Background: an optimization exercise with open tools, aiming at a short achievable clock period and few clock cycles. Do not read the settings as production practice.
At most, simulation tests tie the RTL to the original design; equivalence was not proved.
The RTL of runs 2 and 3 was laid out without a check of its function.
Power is estimated from default activity; no workload was simulated.

**flow/run.sh**
```bash
#!/bin/bash
# synth_recipe.tcl (not shown) runs the flow's synth.tcl, then flattens the netlist and writes it again
# the make line also repeats each setting of config.mk as NAME=value (left out here)
make -C /OpenROAD-flow-scripts/flow DESIGN_CONFIG=/design/flow/config.mk WORK_HOME=/design/flow/orfs CLKGATE_MAP_FILE= SYNTH_SCRIPT=/design/flow/synth_recipe.tcl finish
```
**flow/config.mk**
```make
export PLATFORM = sky130hd
export DESIGN_NAME = cpu_8b
export DESIGN_NICKNAME = cpu_8b
export VERILOG_FILES = /design/flow/design.v
export SDC_FILE = /design/flow/constraint.sdc
export NUM_CORES = 4
export LEC_CHECK = 0
export CAP_MARGIN = 20
export CELL_PAD_IN_SITES_DETAIL_PLACEMENT = 0
export CELL_PAD_IN_SITES_GLOBAL_PLACEMENT = 0
export CORE_MARGIN = 2
export CORE_UTILIZATION = 40
export GPL_TIMING_DRIVEN = 1
export SETUP_SLACK_MARGIN = 3.3
export SLEW_MARGIN = 20
export SYNTH_HIERARCHICAL = 1
export TNS_END_PERCENT = 100
```
**flow/constraint.sdc**
```tcl
create_clock -name core_clock -period 5.0 [get_ports {clk}]
set_input_delay 1.0000 -clock core_clock [delete_from_list [all_inputs] [get_ports {clk}]]
set_output_delay 1.0000 -clock core_clock [all_outputs]
set_load 0.01 [all_outputs]
```
**flow/design.v**
```verilog
module control_unit(
    input wire [7:0] instr,          
    input wire [2:0] state,          
    input wire zf,                   
    input wire reset,                
    output reg [2:0] next_state,     
    output reg pc_we,                
    output reg pc_sel,               
    output reg pc_jmp_sel,           
    output reg [3:0] pc_offset,      
    output reg addr_sel,             
    output reg [3:0] addr_offset,    
    output reg mem_sel,              
    output reg mem_we,               
    output reg [2:0] alu_opcode,     
    output reg alu_sel_a,            
    output reg alu_sel_b,            
    output reg alu_we,               
    output reg zf_we,                
    output reg ir_we,                
    output reg a_sel,                
    output reg a_we,                 
    output reg b_sel,                
    output reg b_we,                 
    output reg halt                  
);
    localparam ADD    = 3'b000;
    localparam AND    = 3'b001;
    localparam NOT    = 3'b010;
    localparam LOAD   = 3'b011;
    localparam STORE  = 3'b100;
    localparam JUMP   = 3'b101;
    localparam JUMPz  = 3'b110;
    localparam HALT   = 3'b111;
    localparam FETCH      = 3'b000; 
    localparam DECODE     = 3'b001;
    localparam EXECUTE    = 3'b010;
    localparam MEMORY     = 3'b011;
    localparam WRITEBACK  = 3'b100;
    localparam HALT_STATE = 3'b101;
    localparam IDLE       = 3'b110;
    always @(*) begin
        pc_we = 0;               
        pc_sel = 0;              
        pc_jmp_sel = 0;          
        pc_offset = 4'b0000;     
        addr_sel = 0;            
        addr_offset = 4'b0000;   
        mem_sel = 0;             
        mem_we = 0;              
        alu_opcode = 3'b000;     
        alu_sel_a = 0;           
        alu_sel_b = 0;           
        alu_we = 0;              
        zf_we = 0;               
        ir_we = 0;               
        a_sel = 0;               
        a_we = 0;                
        b_sel = 0;               
        b_we = 0;                
        halt = 0;                
        next_state = FETCH;      
        if (reset) begin
            next_state = FETCH;      
        end
        else begin
            case (state)
                FETCH: begin                     
                    next_state = DECODE;         
                    pc_we = 1;                   
                    ir_we = 1;                   
                end
                DECODE: begin    
                    case (instr[7:5])       
                        ADD, AND, NOT, JUMP, JUMPz: begin
                            next_state = EXECUTE;       
                        end
                        LOAD, STORE: begin
                            next_state = MEMORY;
                        end
                        HALT: begin
                            next_state = HALT_STATE;
                        end
                    endcase
                end
                EXECUTE: begin                           
                    case (instr[7:5])
                        ADD, AND: begin
                            alu_opcode = instr[7:5];     
                            alu_sel_a = instr[3];        
                            alu_sel_b = instr[2];        
                            alu_we = 1;                  
                            zf_we = 1;                   
                            next_state = WRITEBACK;
                        end
                        NOT: begin
                            alu_opcode = instr[7:5];     
                            alu_sel_a = instr[3];        
                            alu_we = 1;                  
                            zf_we = 1;                   
                            next_state = WRITEBACK;
                        end
                        JUMP: begin
                            pc_jmp_sel = instr[4];       
                            pc_offset = instr[3:0];      
                            pc_sel = 1;                  
                            pc_we = 1;                   
                            next_state = IDLE;
                        end
                        JUMPz: begin
                            if (zf == 1) begin
                                pc_jmp_sel = instr[4];   
                                pc_offset = instr[3:0];  
                                pc_sel = 1;              
                                pc_we = 1;               
                            end
                            next_state = IDLE;
                        end
                    endcase
                end
                MEMORY: begin                                    
                    case (instr[7:5])
                        LOAD: begin
                            addr_offset = instr[3:0];    
                            addr_sel = 1;                
                            next_state = WRITEBACK;
                        end
                        STORE: begin
                            addr_offset = instr[3:0];    
                            addr_sel = 1;                
                            mem_sel = instr[4];          
                            mem_we = 1;                  
                            next_state = IDLE;
                        end
                    endcase
                end
                WRITEBACK: begin                         
                    case (instr[7:5])
                        ADD, AND, NOT: begin
                            if (instr[4] == 0) begin
                                a_sel = 1;               
                                a_we = 1;                
                            end else begin
                                b_sel = 1;               
                                b_we = 1;                
                            end
                            next_state = FETCH;
                        end
                        LOAD: begin
                            if (instr[4] == 0) begin
                                a_we = 1;            
                            end else begin
                                b_we = 1;            
                            end
                            next_state = FETCH;
                        end
                    endcase
                end 
                HALT_STATE: begin
                    halt = 1;
                    next_state = HALT_STATE;
                end
                IDLE: begin
                    next_state = FETCH;
                end
            endcase
        end
    end
endmodule
module alu(
    input wire [2:0] opcode,         
    input wire [7:0] a,              
    input wire [7:0] b,              
    output reg [7:0] y,              
    output reg zf                    
);
    localparam ADD = 3'b000;         
    localparam AND = 3'b001;         
    localparam NOT = 3'b010;         
always @(*) begin
    zf = 0;
    case (opcode)
        ADD: begin             
            y = a + b;
        end
        AND: begin              
            y = a & b;
        end
        NOT: begin              
            y = ~a;
        end
        default: begin               
            y = 8'b00000000;
        end
    endcase
    if (y == 8'b00000000) begin
        zf = 1;
    end
end
endmodule
module register #(
    parameter WIDTH = 8
)(
    input wire clk,                  
    input wire rst,                  
    input wire we,                   
    input wire [WIDTH-1:0] d,        
    output reg [WIDTH-1:0] q         
);
    always @(posedge clk) begin      
        if (rst) begin
            q <= {WIDTH{1'b0}};      
        end else if (we) begin
            q <= d;                  
        end
    end
endmodule
module mux_2to1 (
    input wire [7:0] in0,    
    input wire [7:0] in1,    
    input wire sel,          
    output wire [7:0] out    
);
    assign out = sel ? in1 : in0;
endmodule
module adder(
    input wire [7:0] a,
    input wire [7:0] b,
    output wire [7:0] sum
);
    assign sum = a + b;
endmodule
module zext(
    input wire [3:0] in,
    output wire [7:0] out
);
assign out = {4'b0000, in};
endmodule
module cpu_8b(
    input wire clk,
    input wire rst,
    output wire halt,
    output wire mem_we,
    output wire [7:0] mem_addr,
    output wire [7:0] mem_wdata,
    input wire [7:0] mem_rdata
);
    reg [7:0] ra, rb;
    reg [7:0] res;        
    reg halted;
    reg [7:0] ir;         
    reg irv;
    reg [7:0] ipc;        
    reg [7:0] ipc1;       
    reg [7:0] ib;         
    reg ibv;
    reg [7:0] aq;         
    reg we;
    reg [7:0] wdata;
    reg pki;              
    reg pa, pb;           
    reg rki;              
    reg la, lb;           
    reg [7:0] rpc;
    reg [7:0] fp;         
    reg jf;               
    assign halt = halted;
    assign mem_we = we;
    assign mem_addr = aq;
    assign mem_wdata = wdata;
    reg [18:0] dv;
    wire [18:0] dv_ib, dv_rd;
    reg [18:0] dvb;       
    assign dv_ib = dvb;
    cpu_dec dec_rd(.i(mem_rdata), .d(dv_rd));
    wire [3:0] off = ir[3:0];
    wire is_add = dv[0];
    wire is_and = dv[1];
    wire is_not = dv[2];
    wire is_alu = dv[3];
    wire is_ld = dv[4];
    wire is_st = dv[5];
    wire is_jmp = dv[6];
    wire is_jz = dv[7];
    wire is_halt = dv[8];
    wire reads_a = dv[9];
    wire reads_b = dv[10];
    wire fwd_ok = dv[11];
    wire o0 = dv[12];
    wire o1 = dv[13];
    wire o2 = dv[14];
    wire o3 = dv[15];
    wire x32 = dv[16];
    wire zf = (res == 8'd0);
    wire taken = is_jmp | (is_jz & zf);
    wire irv_e = irv;
    wire ibv_e = ibv;
    wire rki_e = rki;
    wire kill = ex & taken;
    reg stall_r;
    wire stall = stall_r;
    wire ex, exq, exr;
    cpu_ex ex0(.v(irv_e), .halted(halted), .stall(stall), .ex(ex));
    cpu_ex ex1(.v(irv_e), .halted(halted), .stall(stall), .ex(exq));
    cpu_ex ex2(.v(irv_e), .halted(halted), .stall(stall), .ex(exr));
    wire [7:0] va = la ? mem_rdata : ra;
    wire [7:0] vb = lb ? mem_rdata : rb;
    wire [7:0] r4 = ir[4] ? vb : va;
    wire fwd = (la & reads_a) | (lb & reads_b);
    wire [7:0] ab;
    cpu_add add(.a(ra), .b(rb), .s(ab));
    wire [7:0] s3n = ir[3] ? rb : ra;
    wire [7:0] yadd = x32 ? 8'h00 : {s3n[6:0], 1'b0};
    wire [7:0] yand = x32 ? (ra & rb) : s3n;
    wire [7:0] yn = is_add ? yadd : (is_and ? yand : ~s3n);
    wire [7:0] m = ~x32 ? 8'hff : (lb ? ra : rb);
    wire [7:0] rd = mem_rdata;
    wire [7:0] yfw = ({8{is_add}} & {rd[6:0], 1'b0}) | ({8{is_and}} & rd & m) |
                     ({8{is_not}} & ~rd);
    wire [7:0] y = fwd ? yfw : yn;
    wire gsum = exr & is_add & x32 & ~fwd & ~rst;
    wire wra = exr & is_alu & ~ir[4];
    wire wrb = exr & is_alu & ir[4];
    wire [7:0] qa = rst ? 8'h00 : (wra ? y : (la ? mem_rdata : ra));
    wire [7:0] qb = rst ? 8'h00 : (wrb ? y : (lb ? mem_rdata : rb));
    wire [7:0] qr = rst ? 8'h01 : ((exr & is_alu) ? y : res);
    wire [7:0] n_ra, n_rb, n_res;
    cpu_or_and fa_(.g(gsum & ~ir[4]), .a(ab), .r(qa), .d(n_ra));
    cpu_or_and fb_(.g(gsum & ir[4]), .a(ab), .r(qb), .d(n_rb));
    cpu_or_and fr_(.g(gsum), .a(ab), .r(qr), .d(n_res));
    function [7:0] addoff(input [7:0] b, input [3:0] o);
        reg [4:0] lo;
        begin
            lo = {1'b0, b[3:0]} + {1'b0, o};
            addoff = {lo[4] ? b[7:4] + 4'd1 : b[7:4], lo[3:0]};
        end
    endfunction
    wire [7:0] ea = addoff(ipc1, off);
    wire [7:0] ta = addoff(ra, off);
    wire [7:0] tb = addoff(rb, off);
    wire [7:0] tgt = ir[4] ? tb : ta;
    reg fi;
    wire [7:0] fpv = jf ? aq + 8'd1 : (fi ? fp + 8'd1 : fp);
    wire n1 = ibv_e | rki_e | pki;
    wire n2 = (ibv_e & rki_e) | (ibv_e & pki) | (rki_e & pki);
    wire n3 = ibv_e & rki_e & pki;
    wire stf = is_st & (o0 | (o1 & n1) | (o2 & n2) | (o3 & n3));
    wire ldf = is_ld & ((o0 & ~n1) | (o1 & n1 & ~n2) | (o2 & n2 & ~n3) | (o3 & n3));
    wire dib = (stf & ibv_e & o0);
    wire drd = (stf & rki_e & (o0 | (o1 & ibv_e)));
    wire dfl = (stf & pki & (o0 | (o1 & (ibv_e | rki_e)) | (o2 & ibv_e & rki_e)));
    wire e1_1 = ibv_e & ~dib;
    wire e2_1 = rki_e & ~drd;
    wire fin1 = pki & ~dfl;
    wire room1 = ~(e1_1 & e2_1 & fin1);
    wire over0 = irv_e & ibv_e & rki_e;
    wire fin0 = pki & ~over0;
    wire nibv0 = (irv_e & (ibv_e | rki_e)) | (ibv_e & rki_e);
    wire room0 = ~((irv_e | ibv_e | rki_e) & nibv0 & fin0);
    wire take = exq | ~irv_e;
    wire src_ib = ibv_e & ~dib;
    wire hold_ib = ibv_e & ~exq;
    function stl(input pa_, pb_, la_, lb_, rda, rdb, nfa, nfb);
        stl = (pa_ & rda) | (pb_ & rdb) | (la_ & nfa) | (lb_ & nfb);
    endfunction
    wire pa1 = is_ld & ~ir[4];
    wire pb1 = is_ld & ir[4];
    wire la1 = pa & ~(is_alu & ~ir[4]);
    wire lb1 = pb & ~(is_alu & ir[4]);
    wire use_rd = exq ? ~src_ib : ~irv_e;
    wire xpa = exq & pa1;
    wire xpb = exq & pb1;
    wire xla = exq ? la1 : pa;
    wire xlb = exq ? lb1 : pb;
    wire s_rd;
    cpu_srd srd(.i(mem_rdata), .pa(xpa), .pb(xpb), .la(xla), .lb(xlb), .s(s_rd));
    wire s1_ib = stl(pa1, pb1, la1, lb1, dv_ib[9], dv_ib[10], dv_ib[17], dv_ib[18]);
    wire s0_ir = stl(1'b0, 1'b0, pa, pb, reads_a, reads_b, dv[17], dv[18]);
    wire n_stall = use_rd ? s_rd : (exq ? s1_ib : s0_ir);
    wire nx_halt = ibv_e ? (ib[7:5] == 3'd7) : (rki_e & (mem_rdata[7:5] == 3'd7));
    wire early_halt = nx_halt & (ibv_e | rki_e) & (~irv_e | (ex & ~is_st & ~taken));
    always @(posedge clk) begin
        if (rst) begin
            ra <= n_ra;
            rb <= n_rb;
            res <= n_res;
            halted <= 1'b0;
            ir <= 8'd0;
            dv <= 19'd0;
            irv <= 1'b0;
            ipc <= 8'd0;
            ipc1 <= 8'd1;
            ib <= 8'd0;
            dvb <= 19'd0;
            ibv <= 1'b0;
            aq <= 8'd0;
            we <= 1'b0;
            wdata <= 8'd0;
            pki <= 1'b0;
            pa <= 1'b0;
            pb <= 1'b0;
            rki <= 1'b1;
            la <= 1'b0;
            lb <= 1'b0;
            rpc <= 8'd0;
            fp <= 8'd1;
            jf <= 1'b0;
            fi <= 1'b0;
            stall_r <= 1'b0;
        end else begin
            stall_r <= n_stall;
            ra <= n_ra;
            rb <= n_rb;
            res <= n_res;
            if ((ex & is_halt) | early_halt) halted <= 1'b1;
            irv <= (exq ? (e1_1 | e2_1) : (irv_e | ibv_e | rki_e)) & ~kill;
            ibv <= (exq ? (e1_1 & e2_1) : nibv0) & ~kill;
            if (take) begin
                if (src_ib) begin
                    ir <= ib;
                    dv <= dv_ib;
                    ipc <= ipc1;
                    ipc1 <= ipc1 + 8'd1;
                end else begin
                    ir <= mem_rdata;
                    dv <= dv_rd;
                    ipc <= rpc;
                    ipc1 <= rpc + 8'd1;
                end
            end
            if (~hold_ib) begin
                ib <= mem_rdata;
                dvb <= dv_rd;
            end
            rki <= (ex ? fin1 : fin0) & ~kill;
            la <= pa & ~(ex & is_alu & ~ir[4]);
            lb <= pb & ~(ex & is_alu & ir[4]);
            rpc <= aq;
            we <= ex & is_st;
            pa <= ex & is_ld & ~ir[4];
            pb <= ex & is_ld & ir[4];
            wdata <= r4;
            jf <= 1'b0;
            fi <= 1'b0;
            fp <= fpv;
            if (ex & (is_ld | is_st)) begin
                aq <= ea;
                pki <= is_ld ? ldf : stf;
                if (is_ld ? ldf : stf) jf <= 1'b1;
            end else if (ex & taken) begin
                aq <= tgt;
                pki <= 1'b1;
                jf <= 1'b1;
            end else begin
                aq <= fpv;
                if (ex ? room1 : (room0 & ~over0)) begin
                    pki <= 1'b1;
                    fi <= 1'b1;
                end else begin
                    pki <= 1'b0;
                    if (~ex & over0) fp <= rpc;
                end
            end
        end
    end
endmodule
module cpu_dec(
    input wire [7:0] i,
    output wire [18:0] d
);
    wire [2:0] op = i[7:5];
    wire is_add = (op == 3'd0);
    wire is_and = (op == 3'd1);
    wire is_not = (op == 3'd2);
    wire is_alu = is_add | is_and | is_not;
    wire rd2 = is_add | is_and;
    wire rd4 = (op == 3'd4) | (op == 3'd5) | (op == 3'd6);
    assign d[0] = is_add;
    assign d[1] = is_and;
    assign d[2] = is_not;
    assign d[3] = is_alu;
    assign d[4] = (op == 3'd3);
    assign d[5] = (op == 3'd4);
    assign d[6] = (op == 3'd5);
    assign d[7] = (op == 3'd6);
    assign d[8] = (op == 3'd7);
    assign d[9] = (is_alu & ~i[3]) | (rd2 & ~i[2]) | (rd4 & ~i[4]);
    assign d[10] = (is_alu & i[3]) | (rd2 & i[2]) | (rd4 & i[4]);
    assign d[11] = is_and | is_not | (op == 3'd4) | (is_add & (i[3] == i[2]));
    assign d[12] = (i[3:0] == 4'd0);
    assign d[13] = (i[3:0] == 4'd1);
    assign d[14] = (i[3:0] == 4'd2);
    assign d[15] = (i[3:0] == 4'd3);
    assign d[16] = i[3] ^ i[2];
    assign d[17] = d[9] & ~d[11];
    assign d[18] = d[10] & ~d[11];
endmodule
module cpu_add(
    input wire [7:0] a, b,
    output wire [7:0] s
);
    assign s = a + b;
endmodule
module cpu_or_and(
    input wire g,
    input wire [7:0] a, r,
    output wire [7:0] d
);
    assign d = ({8{g}} & a) | r;
endmodule
module cpu_ex(
    input wire v, halted, stall,
    output wire ex
);
    assign ex = v & ~halted & ~stall;
endmodule
module cpu_srd(
    input wire [7:0] i,
    input wire pa, pb, la, lb,
    output wire s
);
    wire [2:0] op = i[7:5];
    wire is_add = (op == 3'd0);
    wire is_alu = (op == 3'd0) | (op == 3'd1) | (op == 3'd2);
    wire rd2 = (op == 3'd0) | (op == 3'd1);
    wire rd4 = (op == 3'd4) | (op == 3'd5) | (op == 3'd6);
    wire ra_ = (is_alu & ~i[3]) | (rd2 & ~i[2]) | (rd4 & ~i[4]);
    wire rb_ = (is_alu & i[3]) | (rd2 & i[2]) | (rd4 & i[4]);
    wire nf = (is_add & (i[3] != i[2])) | (op == 3'd5) | (op == 3'd6);
    assign s = (pa & ra_) | (pb & rb_) | (la & ra_ & nf) | (lb & rb_ & nf);
endmodule
```
==> flow_summary.html, run 1 <==
<table>
<tr><th>Metric</th><th>Value</th></tr>
<tr><th colspan="2">Status</th></tr>
<tr><td>Result of the run</td><td>timing/DRC/antenna clean</td></tr>
<tr><th colspan="2">Routing</th></tr>
<tr><td>Count of vias placed by the detailed router</td><td>8,169</td></tr>
<tr><td>Number of iterations in the first detailed-routing pass</td><td>5</td></tr>
<tr><td>Initial DRC count</td><td>790</td></tr>
<tr><td>Final routed wirelength across all metal layers</td><td>27,800 µm</td></tr>
<tr><td>DR WL/cell</td><td>20.3 µm</td></tr>
<tr><td>DRC violations left</td><td>0</td></tr>
<tr><td>Remaining antenna violation count after routing</td><td>0</td></tr>
<tr><td>DR vias/cell</td><td>5.98</td></tr>
<tr><th colspan="2">STA</th></tr>
<tr><td>Slew at the pin closest to its max-slew limit</td><td>603 ps</td></tr>
<tr><td>Fmax achieved</td><td>501 MHz</td></tr>
<tr><td>Final setup vio count</td><td>0</td></tr>
<tr><td>Max_slew headroom</td><td>59.7%</td></tr>
<tr><td>Portion of the clock cycle consumed by the worst path in the final layout</td><td>39.9%</td></tr>
<tr><td>Time the final worst path needs with I/O delays and setup</td><td>2000 ps</td></tr>
<tr><td>Slack of the critical path</td><td>3000 ps</td></tr>
<tr><td>Max-slew violation count</td><td>0</td></tr>
<tr><td>Final hold viol count</td><td>0</td></tr>
<tr><td>RSZ-0062 raised after global routing</td><td>true</td></tr>
<tr><td>Largest clock skew in the final design</td><td>10.5 ps</td></tr>
<tr><td>Worst hold slack</td><td>451 ps</td></tr>
<tr><td>Final total negative setup slack</td><td>0 ps</td></tr>
<tr><th colspan="2">Finish</th></tr>
<tr><td>Most common cell after layout, fill and taps aside</td><td>sky130_fd_sc_hd__nand2_1</td></tr>
<tr><td>Layout cells sized above 1</td><td>32.0%</td></tr>
<tr><td>Area growth from synthesis to layout</td><td>33.8%</td></tr>
<tr><td>Layout net count</td><td>1,129</td></tr>
<tr><td>Cell area after layout</td><td>10,700 µm²</td></tr>
<tr><td>Fillers</td><td>1,782</td></tr>
<tr><td>Top library cells by usage in the layout, fill and taps aside</td><td>sky130_fd_sc_hd__nand2_1, sky130_fd_sc_hd__dfxtp_1, sky130_fd_sc_hd__a21oi_1, sky130_fd_sc_hd__nor2_1, sky130_fd_sc_hd__buf_4</td></tr>
<tr><td>Diode count</td><td>0</td></tr>
<tr><th colspan="2">Logic synthesis</th></tr>
<tr><td>Count of mapped cells out of synthesis</td><td>1,014</td></tr>
<tr><td>Number of warnings issued by yosys</td><td>7</td></tr>
<tr><td>Mean area per synthesized cell</td><td>7.91 µm²</td></tr>
<tr><td>Post-Synthesis Cell Area</td><td>8020 µm²</td></tr>
<tr><th colspan="2">Setup path</th></tr>
<tr><td>WP buf/inv</td><td>2</td></tr>
<tr><td>Category of cells accounting for the largest share of critical-path delay</td><td>flip-flops</td></tr>
<tr><td>Sequence of cells on the critical path</td><td>buf_6 &gt; buf_6</td></tr>
<tr><td>Master of the slowest instance on the critical path</td><td>sky130_fd_sc_hd__dfxtp_4</td></tr>
<tr><td>Worst EP arrival</td><td>1000 ps</td></tr>
<tr><td>Crit path largest cell delay</td><td>350 ps</td></tr>
<tr><td>Most common cell type on the critical path</td><td>sky130_fd_sc_hd__buf_6</td></tr>
<tr><td>Max Fanout on Critical Path</td><td>2</td></tr>
<tr><td>Setup crit start kind</td><td>flop</td></tr>
<tr><td>Required time at the endpoint of the critical path</td><td>4000 ps</td></tr>
<tr><td>Endpoint kind of the worst setup timing path</td><td>output port</td></tr>
<tr><td>Setup CP Type</td><td>flop to output port</td></tr>
<tr><th colspan="2">Power</th></tr>
<tr><td>VDD IR-drop max</td><td>312 µV</td></tr>
<tr><td>Power density over the cells</td><td>412 nW/µm²</td></tr>
<tr><td>Tot Pwr</td><td>0.00442 W</td></tr>
<tr><td>Leakage power</td><td>4.27 nW</td></tr>
<tr><th colspan="2">GRT</th></tr>
<tr><td>Congestion Overflow GR</td><td>0</td></tr>
<tr><td>Overall routing resource usage</td><td>24.6%</td></tr>
<tr><td>Global-route wire length before repair</td><td>41,300 µm</td></tr>
<tr><td>Routing usage on met1</td><td>33.1%</td></tr>
<tr><td>Number of global-route vias before repair</td><td>7,442</td></tr>
<tr><td>Fraction of met3 tracks used by global routing</td><td>4.61%</td></tr>
<tr><td>Number of antenna violations at the first check in global routing</td><td>0</td></tr>
<tr><td>GRT Max-Usage Layer</td><td>met2</td></tr>
<tr><td>GR Util met2</td><td>39.4%</td></tr>
<tr><td>Maximum number of pins on one net before global-route repair</td><td>40</td></tr>
<tr><th colspan="2">Clock network</th></tr>
<tr><td>Number of buffers inserted during clock tree synthesis</td><td>17</td></tr>
<tr><td>Maximum buffer depth of the clock tree</td><td>2</td></tr>
<tr><td>Number of clock sinks</td><td>126</td></tr>
<tr><td>Root Buffer</td><td>sky130_fd_sc_hd__clkbuf_16</td></tr>
<tr><td>CTS clock-pin slew for the worst setup and hold paths</td><td>60 ps</td></tr>
<tr><td>TritonCTS clock tree</td><td>yes</td></tr>
<tr><td>CTS HTree Levels</td><td>4</td></tr>
<tr><td>Clk Latency, worst-skew pair</td><td>430 ps</td></tr>
<tr><th colspan="2">Min path</th></tr>
<tr><td>Hold/Removal Path Class</td><td>flop to flop</td></tr>
<tr><th colspan="2">Place</th></tr>
<tr><td>Placer's final routability congestion estimate</td><td>0.888</td></tr>
<tr><td>Cell area reported after detailed placement</td><td>8600 µm²</td></tr>
<tr><td>Place WS</td><td>1810 ps</td></tr>
<tr><td>HPWL after detailed placement</td><td>16,000 µm</td></tr>
<tr><td>Number of input and output port buffers inserted</td><td>27</td></tr>
<tr><th colspan="2">Floorplanning</th></tr>
<tr><td>Std-Cell Rows</td><td>51</td></tr>
<tr><td>Die extent in y</td><td>146 µm</td></tr>
<tr><td>Die area</td><td>21,200 µm²</td></tr>
<tr><td>Chip width</td><td>146 µm</td></tr>
<tr><td>Effective utilization at floorplan</td><td>41.0%</td></tr>
<tr><td>Core region area</td><td>19,600 µm²</td></tr>
<tr><td>I/O pin cnt</td><td>28</td></tr>
<tr><th colspan="2">Job</th></tr>
<tr><td>Max_cap viols</td><td>0</td></tr>
</table>
## where the power goes
| part | switching, W | internal, W | total, W |
|---|---|---|---|
| registers | 0.000250 | 0.00119 | 0.00144 |
| clock network | 0.000487 | 0.000760 | 0.00125 |
| logic | 0.000939 | 0.000796 | 0.00173 |
| total | 0.00168 | 0.00274 | 0.00442 |
## metrics by stage
step | cells | util (%)
after detailed placement | 1238 | 43.9
after CTS | 1330 | 51.7
after global placement | 1238 | 43.9
after global routing | 1367 | 54.8
final | 1367 | 54.8
after floorplan | 1014 | -
## state kept, by name, indices dropped and copies added (netlist names), 5 cells and up
signal	flops
rpc	8
aq	8
dv	18
res	8
ib	8
ir	5
dvb	18
rb	8
ra	8
fp	8
ipc1	8
wdata	8
## area by class of cell
cell class / instances / area (µm²) / share of cell area (%)
Clock inverter: 9 / 110 / 1.03
Inverter: 22 / 93.8 / 0.874
Timing Repair Buffer: 124 / 1260 / 11.8
Sequential cell: 126 / 2630 / 24.5
Tap cell: 265 / 332 / 3.09
Clock buffer: 23 / 468 / 4.36
Multi-Input combinational cell: 798 / 5840 / 54.4
## what timing repair did
action | in CTS | in global routing
endpoints found under the setup margin | 135 | 106
setup buffers | 53 | 32
pin swaps | 47 | 43
resized for setup | 267 | 82
gates cloned | 7 | 5
hold buffers | 0 | 0
## layer usage
layer	share of wire [%]	routed length, µm
met3	7.9	2200
met1	43	12000
met5	0	0
met2	46	12800
met4	2.9	817
## worst reg2reg max path, cell delays in order (launching register included)
cell and delay [ps]:
sky130_fd_sc_hd__dfxtp_4 400, sky130_fd_sc_hd__ha_4 150, sky130_fd_sc_hd__inv_1 50, sky130_fd_sc_hd__fa_2 350
sky130_fd_sc_hd__nand2b_4 170, sky130_fd_sc_hd__a21oi_4 170, sky130_fd_sc_hd__nand4_1 140, sky130_fd_sc_hd__xnor2_1 150
sky130_fd_sc_hd__mux2i_1 200, sky130_fd_sc_hd__a31oi_1 100
## path summary, 6_finish.rpt
check / startpoint / to / slack, ps / cells past startpoint
worst max-delay path: halted / halt / 3000 / 2
worst min-delay path: dvb[13] / dvb[13] / 450 / 2
worst max register to register: rb[0] / aq[7] / 3000 / 9
worst min register to register: dvb[13] / dvb[13] / 450 / 2
Testbench counts, summed over its fixed seeds: cycles 36,310.
==> inputs of run 2 (changes only) <==
--- a/flow/design.v
+++ b/flow/design.v
@@ -302,5 +302,6 @@
     wire ex, exq, exr;
-    cpu_ex ex0(.v(irv_e), .halted(halted), .stall(stall), .ex(ex));
-    cpu_ex ex1(.v(irv_e), .halted(halted), .stall(stall), .ex(exq));
-    cpu_ex ex2(.v(irv_e), .halted(halted), .stall(stall), .ex(exr));
+    reg go;
+    cpu_ex ex0(.v(go), .halted(1'b0), .stall(stall), .ex(ex));
+    cpu_ex ex1(.v(go), .halted(1'b0), .stall(stall), .ex(exq));
+    cpu_ex ex2(.v(go), .halted(1'b0), .stall(stall), .ex(exr));
     wire [7:0] va = la ? mem_rdata : ra;
@@ -362,2 +363,3 @@
     wire hold_ib = ibv_e & ~exq;
+    wire n_irv = (exq ? (e1_1 | e2_1) : (irv_e | ibv_e | rki_e)) & ~kill;
     function stl(input pa_, pb_, la_, lb_, rda, rdb, nfa, nfb);
@@ -387,2 +389,3 @@
             halted <= 1'b0;
+            go <= 1'b0;
             ir <= 8'd0;
@@ -415,3 +418,4 @@
             if ((ex & is_halt) | early_halt) halted <= 1'b1;
-            irv <= (exq ? (e1_1 | e2_1) : (irv_e | ibv_e | rki_e)) & ~kill;
+            go <= n_irv & ~(halted | (ex & is_halt) | early_halt);
+            irv <= n_irv;
             ibv <= (exq ? (e1_1 & e2_1) : nibv0) & ~kill;
--- a/flow/config.mk
+++ b/flow/config.mk
@@ -8,7 +8,4 @@
 export CAP_MARGIN = 20
-export CELL_PAD_IN_SITES_DETAIL_PLACEMENT = 0
-export CELL_PAD_IN_SITES_GLOBAL_PLACEMENT = 0
 export CORE_MARGIN = 2
 export CORE_UTILIZATION = 40
-export GPL_TIMING_DRIVEN = 1
 export SETUP_SLACK_MARGIN = 3.3
==> flow_summary.html, run 2 <==
<table>
<tr><th>Metric</th><th>Value</th></tr>
<tr><th colspan="2">GRT</th></tr>
<tr><td>Global-route wire length before repair</td><td>40,400 µm</td></tr>
<tr><td>Number of antenna violations at the first check in global routing</td><td>0</td></tr>
<tr><td>Maximum number of pins on one net before global-route repair</td><td>46</td></tr>
<tr><td>Overall routing resource usage</td><td>23.7%</td></tr>
<tr><td>Number of global-route vias before repair</td><td>7,280</td></tr>
<tr><td>Congestion Overflow GR</td><td>0</td></tr>
<tr><th colspan="2">Finish</th></tr>
<tr><td>Top Registers</td><td>dv x18, dvb x18</td></tr>
<tr><td>Layout cells sized above 1</td><td>29.5%</td></tr>
<tr><td>Area growth from synthesis to layout</td><td>30.7%</td></tr>
<tr><td>Diode count</td><td>0</td></tr>
<tr><td>Footprint of the multi-input gates</td><td>5800 µm²</td></tr>
<tr><td>Most common cell after layout, fill and taps aside</td><td>sky130_fd_sc_hd__nand2_1</td></tr>
<tr><td>Sequential cell area</td><td>2660 µm²</td></tr>
<tr><td>Fillers</td><td>1,890</td></tr>
<tr><td>Top library cells by usage in the layout, fill and taps aside</td><td>sky130_fd_sc_hd__nand2_1, sky130_fd_sc_hd__nor2_1, sky130_fd_sc_hd__dfxtp_1, sky130_fd_sc_hd__a21oi_1, sky130_fd_sc_hd__buf_4</td></tr>
<tr><td>Layout net count</td><td>1,137</td></tr>
<tr><th colspan="2">Floorplanning</th></tr>
<tr><td>Chip width</td><td>146 µm</td></tr>
<tr><td>Std-Cell Rows</td><td>52</td></tr>
<tr><td>Die area</td><td>21,400 µm²</td></tr>
<tr><td>Core region area</td><td>20,000 µm²</td></tr>
<tr><td>Effective utilization at floorplan</td><td>40.4%</td></tr>
<tr><td>Die extent in y</td><td>146 µm</td></tr>
<tr><td>I/O pin cnt</td><td>28</td></tr>
<tr><th colspan="2">Place</th></tr>
<tr><td>HPWL after detailed placement</td><td>15,400 µm</td></tr>
<tr><td>Place WS</td><td>1840 ps</td></tr>
<tr><td>Placer's final routability congestion estimate</td><td>0.837</td></tr>
<tr><td>Number of input and output port buffers inserted</td><td>27</td></tr>
<tr><th colspan="2">Setup path</th></tr>
<tr><td>Setup CP Type</td><td>flop to flop</td></tr>
<tr><td>Required time at the endpoint of the critical path</td><td>5340 ps</td></tr>
<tr><td>CP startpoint</td><td>rb[1]</td></tr>
<tr><td>Worst R2R Setup Slack</td><td>2810 ps</td></tr>
<tr><td>Setup crit start kind</td><td>flop</td></tr>
<tr><td>Worst EP arrival</td><td>2530 ps</td></tr>
<tr><td>Register-to-Register Path Depth</td><td>8</td></tr>
<tr><td>Max Fanout on Critical Path</td><td>7</td></tr>
<tr><td>FF-to-FF Start</td><td>rb[1]</td></tr>
<tr><td>Worst reg2reg path endpoint</td><td>aq[7]</td></tr>
<tr><td>Endpoint kind of the worst setup timing path</td><td>flop</td></tr>
<tr><th colspan="2">Logic synthesis</th></tr>
<tr><td>Number of warnings issued by yosys</td><td>7</td></tr>
<tr><td>Post-Synthesis Cell Area</td><td>8110 µm²</td></tr>
<tr><td>Count of mapped cells out of synthesis</td><td>1,045</td></tr>
<tr><td>Mean area per synthesized cell</td><td>7.76 µm²</td></tr>
<tr><th colspan="2">STA</th></tr>
<tr><td>RSZ-0062 raised after global routing</td><td>true</td></tr>
<tr><td>Worst hold slack</td><td>450 ps</td></tr>
<tr><td>Portion of the clock cycle consumed by the worst path in the final layout</td><td>43.8%</td></tr>
<tr><td>Max_slew headroom</td><td>60.2%</td></tr>
<tr><td>Max-slew violation count</td><td>0</td></tr>
<tr><td>Time the final worst path needs with I/O delays and setup</td><td>2190 ps</td></tr>
<tr><td>Slack of the critical path</td><td>2810 ps</td></tr>
<tr><td>Largest clock skew in the final design</td><td>8.82 ps</td></tr>
<tr><td>Final total negative setup slack</td><td>0 ps</td></tr>
<tr><td>Fmax achieved</td><td>457 MHz</td></tr>
<tr><td>Final setup vio count</td><td>0</td></tr>
<tr><td>Final hold viol count</td><td>0</td></tr>
<tr><td>Slew at the pin closest to its max-slew limit</td><td>596 ps</td></tr>
<tr><th colspan="2">Clock network</th></tr>
<tr><td>Root Buffer</td><td>sky130_fd_sc_hd__clkbuf_16</td></tr>
<tr><td>Clk Latency, worst-skew pair</td><td>430 ps</td></tr>
<tr><td>Maximum buffer depth of the clock tree</td><td>2</td></tr>
<tr><td>Number of buffers inserted during clock tree synthesis</td><td>17</td></tr>
<tr><td>Hold bufs inserted after CTS</td><td>0</td></tr>
<tr><td>CTS HTree Levels</td><td>4</td></tr>
<tr><td>CTS clock-pin slew for the worst setup and hold paths</td><td>60 ps</td></tr>
<tr><td>TritonCTS clock tree</td><td>yes</td></tr>
<tr><td>Number of clock sinks</td><td>127</td></tr>
<tr><th colspan="2">Job</th></tr>
<tr><td>Max_cap viols</td><td>0</td></tr>
<tr><th colspan="2">Power</th></tr>
<tr><td>VDD IR-drop max</td><td>247 µV</td></tr>
<tr><td>Power density over the cells</td><td>322 nW/µm²</td></tr>
<tr><td>Leakage power</td><td>4.12 nW</td></tr>
<tr><th colspan="2">Routing</th></tr>
<tr><td>DR WL/cell</td><td>19.0 µm</td></tr>
<tr><td>Count of vias placed by the detailed router</td><td>7,833</td></tr>
<tr><td>Remaining antenna violation count after routing</td><td>0</td></tr>
<tr><td>Number of iterations in the first detailed-routing pass</td><td>5</td></tr>
<tr><td>Initial DRC count</td><td>595</td></tr>
<tr><td>DRC violations left</td><td>0</td></tr>
<tr><td>Final routed wirelength across all metal layers</td><td>26,300 µm</td></tr>
<tr><td>DR vias/cell</td><td>5.68</td></tr>
<tr><th colspan="2">Min path</th></tr>
<tr><td>Hold/Removal Path Class</td><td>flop to flop</td></tr>
<tr><td>Number of stages on the worst hold path</td><td>2</td></tr>
<tr><td>Hold wc startpoint</td><td>dvb[4]</td></tr>
<tr><td>End of the worst hold path</td><td>dvb[4]</td></tr>
<tr><th colspan="2">Status</th></tr>
<tr><td>Result of the run</td><td>timing/DRC/antenna clean</td></tr>
</table>
## run 2: how the worst max path moves through the flow
| stage | to | slack, ps | cells after the start |
|---|---|---|---|
| floorplan | ipc1[6] | 2990 | 11 |
| global placement | stall_r | 1920 | 6 |
| detailed placement | stall_r | 1840 | 6 |
| CTS | aq[7] | 2800 | 9 |
| global route | aq[7] | 2770 | 9 |
| finish | aq[7] | 2810 | 8 |
## run 2: report_power, final
group	internal, W	switching (W)	total [W]
clock	0.000734	0.000511	0.00125
combinational	0.000409	0.000515	0.000924
sequential	0.00111	0.000135	0.00125
total	0.00225	0.00116	0.00342
## run 2: routing by layer
metal | vias up | part of all wire, % | global-route usage (%)
li1 | 3841 | - | -
met2 | 252 | 47 | 36.8
met5 | - | 0 | 0
met4 | 0 | 1.8 | 7.38
met1 | 3707 | 45 | 33.0
met3 | 33 | 6.2 | 4.81
## run 2: final cells by class
cell class | count | area share, %
clock buffer | 19 | 4.38
timing repair buffer | 111 | 10.7
clock inverter | 13 | 1.19
inverter | 18 | 0.661
multi-input combinational | 822 | 54.8
sequential | 127 | 25.1
tap | 270 | 3.19
## run 2: repair_timing
action	4_1_cts	5_1_grt
setup buffers	44	29
resized for setup	241	93
cloned	2	2
pin swaps	37	41
setup endpoints to repair	136	79
## run 2: worst max-delay path, cell delays in order (launching register included)
cell and delay [ps]:
sky130_fd_sc_hd__dfxtp_4 420, sky130_fd_sc_hd__inv_1 80, sky130_fd_sc_hd__fa_2 400, sky130_fd_sc_hd__nand2b_4 160, sky130_fd_sc_hd__o2bb2ai_4 140, sky130_fd_sc_hd__or3_1 320, sky130_fd_sc_hd__nand3_2 70, sky130_fd_sc_hd__o211ai_1 190
sky130_fd_sc_hd__a221oi_2 300
## run 2: stage by stage
step / util, % / instances / cell area [µm²] / power (W)
6_report: 52.9 / 1380 / 10600 / 0.00342
5_1_grt: 52.9 / 1380 / 10600 / 0.00358
4_1_cts: 49.6 / 1349 / 9940 / 0.00332
3_5_place_dp: 42.8 / 1271 / 8570 / 0.00195
3_3_place_gp: 42.8 / 1271 / 8570 / 0.00195
2_1_floorplan: - / 1047 / 8420 / 0.00176
==> inputs of run 3 (changes only) <==
--- a/flow/design.v
+++ b/flow/design.v
@@ -338,5 +338,6 @@
     endfunction
-    wire [7:0] ea = addoff(ipc1, off);
-    wire [7:0] ta = addoff(ra, off);
-    wire [7:0] tb = addoff(rb, off);
+    wire [7:0] ea, ta, tb;
+    cpu_addoff ao_e(.b(ipc1), .o(off), .s(ea));
+    cpu_addoff ao_a(.b(ra), .o(off), .s(ta));
+    cpu_addoff ao_b(.b(rb), .o(off), .s(tb));
     wire [7:0] tgt = ir[4] ? tb : ta;
@@ -535 +536,10 @@
 endmodule
+module cpu_addoff(
+    input wire [7:0] b,
+    input wire [3:0] o,
+    output wire [7:0] s
+);
+    wire [4:0] lo = {1'b0, b[3:0]} + {1'b0, o};
+    wire [3:0] h1 = b[7:4] + 4'd1;
+    assign s = {lo[4] ? h1 : b[7:4], lo[3:0]};
+endmodule
==> flow_summary.html, run 3 <==
<table>
<tr><th>Metric</th><th>Value</th></tr>
<tr><th colspan="2">Status</th></tr>
<tr><td>Result of the run</td><td>timing/DRC/antenna clean</td></tr>
<tr><th colspan="2">Finish</th></tr>
<tr><td>Area growth from synthesis to layout</td><td>38.7%</td></tr>
<tr><td>Fillers</td><td>1,741</td></tr>
<tr><td>Non-filler instance count after layout</td><td>1,412</td></tr>
<tr><td>Top library cells by usage in the layout, fill and taps aside</td><td>sky130_fd_sc_hd__nand2_1, sky130_fd_sc_hd__dfxtp_1, sky130_fd_sc_hd__buf_4, sky130_fd_sc_hd__nor2_1, sky130_fd_sc_hd__a21oi_1</td></tr>
<tr><td>Top Registers</td><td>dv x18, dvb x18</td></tr>
<tr><td>Layout cells sized above 1</td><td>35.7%</td></tr>
<tr><td>Diode count</td><td>0</td></tr>
<tr><td>Most common cell after layout, fill and taps aside</td><td>sky130_fd_sc_hd__nand2_1</td></tr>
<tr><td>Layout net count</td><td>1,169</td></tr>
<tr><th colspan="2">Setup path</th></tr>
<tr><td>Register-to-Register Path Depth</td><td>9</td></tr>
<tr><td>Setup CP Type</td><td>flop to flop</td></tr>
<tr><td>Worst EP arrival</td><td>2560 ps</td></tr>
<tr><td>Master of the slowest instance on the critical path</td><td>sky130_fd_sc_hd__dfxtp_4</td></tr>
<tr><td>Max Fanout on Critical Path</td><td>3</td></tr>
<tr><td>Required time at the endpoint of the critical path</td><td>5310 ps</td></tr>
<tr><td>Setup crit start kind</td><td>flop</td></tr>
<tr><td>Category of cells accounting for the largest share of critical-path delay</td><td>multiplexers</td></tr>
<tr><td>Endpoint kind of the worst setup timing path</td><td>flop</td></tr>
<tr><td>Stages on worst setup path</td><td>9</td></tr>
<tr><td>Most common cell type on the critical path</td><td>sky130_fd_sc_hd__mux2_4</td></tr>
<tr><td>WP buf/inv</td><td>1</td></tr>
<tr><td>Sequence of cells on the critical path</td><td>ha_4 &gt; inv_2 &gt; fa_2 &gt; nand2b_4 &gt; a21oi_4 &gt; mux2_4 &gt; mux2_4 &gt; a32oi_2 &gt; o21ai_1</td></tr>
<tr><td>Crit path largest cell delay</td><td>390 ps</td></tr>
<tr><th colspan="2">Logic synthesis</th></tr>
<tr><td>Count of mapped cells out of synthesis</td><td>1,033</td></tr>
<tr><td>Post-Synthesis Cell Area</td><td>8260 µm²</td></tr>
<tr><td>Mean area per synthesized cell</td><td>8.00 µm²</td></tr>
<tr><td>Number of warnings issued by yosys</td><td>7</td></tr>
<tr><th colspan="2">Routing</th></tr>
<tr><td>Number of iterations in the first detailed-routing pass</td><td>5</td></tr>
<tr><td>Remaining antenna violation count after routing</td><td>0</td></tr>
<tr><td>DR WL/cell</td><td>20.3 µm</td></tr>
<tr><td>DRC violations left</td><td>0</td></tr>
<tr><td>Count of vias placed by the detailed router</td><td>8,326</td></tr>
<tr><td>Final routed wirelength across all metal layers</td><td>28,700 µm</td></tr>
<tr><td>DR vias/cell</td><td>5.90</td></tr>
<tr><td>Initial DRC count</td><td>683</td></tr>
<tr><th colspan="2">Floorplanning</th></tr>
<tr><td>I/O pin cnt</td><td>28</td></tr>
<tr><td>Core region area</td><td>20,200 µm²</td></tr>
<tr><td>Effective utilization at floorplan</td><td>40.8%</td></tr>
<tr><td>Std-Cell Rows</td><td>52</td></tr>
<tr><td>Chip width</td><td>148 µm</td></tr>
<tr><td>Die extent in y</td><td>148 µm</td></tr>
<tr><td>Die area</td><td>21,800 µm²</td></tr>
<tr><th colspan="2">Power</th></tr>
<tr><td>VDD IR-drop max</td><td>275 µV</td></tr>
<tr><td>Power density over the cells</td><td>310 nW/µm²</td></tr>
<tr><td>Leakage power</td><td>4.65 nW</td></tr>
<tr><th colspan="2">Clock network</th></tr>
<tr><td>Number of clock sinks</td><td>127</td></tr>
<tr><td>TritonCTS clock tree</td><td>yes</td></tr>
<tr><td>Maximum buffer depth of the clock tree</td><td>2</td></tr>
<tr><td>Hold bufs inserted after CTS</td><td>0</td></tr>
<tr><td>CTS HTree Levels</td><td>4</td></tr>
<tr><td>Number of buffers inserted during clock tree synthesis</td><td>17</td></tr>
<tr><td>Clk Latency, worst-skew pair</td><td>430 ps</td></tr>
<tr><td>CTS clock-pin slew for the worst setup and hold paths</td><td>60 ps</td></tr>
<tr><td>Root Buffer</td><td>sky130_fd_sc_hd__clkbuf_16</td></tr>
<tr><th colspan="2">STA</th></tr>
<tr><td>Time the final worst path needs with I/O delays and setup</td><td>2250 ps</td></tr>
<tr><td>RSZ-0062 raised after global routing</td><td>true</td></tr>
<tr><td>Max-slew violation count</td><td>0</td></tr>
<tr><td>Final hold viol count</td><td>0</td></tr>
<tr><td>Final total negative setup slack</td><td>0 ps</td></tr>
<tr><td>Largest clock skew in the final design</td><td>14.8 ps</td></tr>
<tr><td>Final setup vio count</td><td>0</td></tr>
<tr><td>Portion of the clock cycle consumed by the worst path in the final layout</td><td>45.1%</td></tr>
<tr><td>Slew at the pin closest to its max-slew limit</td><td>702 ps</td></tr>
<tr><td>Fmax achieved</td><td>444 MHz</td></tr>
<tr><td>Max_slew headroom</td><td>53.1%</td></tr>
<tr><th colspan="2">Job</th></tr>
<tr><td>Max_cap viols</td><td>0</td></tr>
<tr><th colspan="2">Min path</th></tr>
<tr><td>Number of stages on the worst hold path</td><td>2</td></tr>
<tr><td>Hold/Removal Path Class</td><td>flop to flop</td></tr>
<tr><th colspan="2">Place</th></tr>
<tr><td>HPWL after detailed placement</td><td>16,000 µm</td></tr>
<tr><td>Placer's final routability congestion estimate</td><td>0.862</td></tr>
<tr><td>Cell Count Post-Placement</td><td>1,264</td></tr>
<tr><td>Number of input and output port buffers inserted</td><td>27</td></tr>
<tr><th colspan="2">GRT</th></tr>
<tr><td>Global-route wire length before repair</td><td>42,600 µm</td></tr>
<tr><td>Number of global-route vias before repair</td><td>7,688</td></tr>
<tr><td>Overall routing resource usage</td><td>24.9%</td></tr>
<tr><td>Number of antenna violations at the first check in global routing</td><td>0</td></tr>
<tr><td>Maximum number of pins on one net before global-route repair</td><td>67</td></tr>
<tr><td>Congestion Overflow GR</td><td>0</td></tr>
</table>
-- run 3: worst paths after layout --
kind | start | endpoint | slack (ps)
worst min register to register | dvb[12] | dvb[12] | 450
worst max register to register | ir[0] | aq[5] | 2750
worst min-delay path | dvb[12] | dvb[12] | 450
worst max-delay path | ir[0] | aq[5] | 2750
-- run 3: stage by stage --
step / cell area, µm² / hold WS [ps] / util [%] / power [W] / setup WS, ps
final: 11500 / 451 / 56.7 / 0.00355 / 2750
after floorplan: 8580 / 430 / - / 0.00170 / 2900
after detailed placement: 8720 / 444 / 43.1 / 0.00186 / 1740
after global placement: 8720 / 439 / 43.1 / 0.00186 / 1800
after global routing: 11500 / 466 / 56.7 / 0.00369 / 2690
after CTS: 10600 / 452 / 52.3 / 0.00342 / 2780
-- run 3: per-layer routing --
| metal | up-vias | track usage [%] | wire, µm |
|---|---|---|---|
| li1 | 3910 | - | - |
| met5 | - | 0 | 0 |
| met4 | 0 | 10.8 | 1080 |
| met3 | 83 | 5.03 | 1860 |
| met2 | 343 | 38.9 | 13300 |
| met1 | 3990 | 33.5 | 12500 |
-- run 3: what timing repair did --
action,in CTS,in global routing
gates cloned,5,4
endpoints found under the hold margin,0,0
endpoints found under the setup margin,140,97
pin swaps,47,58
resized for setup,289,116
buffers inserted,72,35
-- run 3: final cells by class --
| cell class | count | area, µm² | area share (%) |
|---|---|---|---|
| clock buffer | 20 | 457 | 3.98 |
| clock inverter | 12 | 205 | 1.79 |
| inverter | 26 | 106 | 0.928 |
| multi-input combinational | 808 | 6200 | 54.1 |
| sequential | 127 | 2660 | 23.2 |
| tap | 270 | 338 | 2.95 |
| timing repair buffer | 149 | 1500 | 13.1 |
-- run 3: worst min-delay path: stages (launching register included) --
cell and delay, ps:
sky130_fd_sc_hd__dfxtp_1 310, sky130_fd_sc_hd__nand2_1 50, sky130_fd_sc_hd__a21oi_1 50
-- run 3: power by group --
| group | switching (W) | internal, W | leakage [nW] | total [W] |
|---|---|---|---|---|
| logic | 0.000497 | 0.000408 | 3.26 | 0.000905 |
| registers | 0.000139 | 0.00110 | 1.06 | 0.00124 |
| clock network | 0.000490 | 0.000915 | 0.325 | 0.00140 |

==> separate check: timing with driven ports <==
The results above use ideal ports. As a check the final layouts listed here were re-extracted and re-timed, cells and wires unchanged.
Step 1 sets driving cells, clkbuf_16 on the clock port and buf_2 on the other inputs (assumed; they add their load-dependent delay and slew).
Step 2 moves the port delays by t, midway between the first and last clock arrival at a register: inputs arrive t later, outputs are due t later. That takes back most of the time a late clock gives input paths.
a / b / c = no drivers / after step 1 / after step 2; a / b = the first two.
run | t, ns | slack for setup (ns) | cell pins on the clock port's net
run 1 | 0.475 | 3.003 / 2.955 / 2.604 | 1
run 2 | 0.466 | 2.811 / 2.811 / 2.715 | 1
run 3 | 0.474 | 2.746 / 2.746 / 2.678 | 1
After both steps every run listed still meets setup and hold. The setup slack of run 1, which loses most, moves by -0.048 ns with the drivers and by -0.399 ns with both steps.
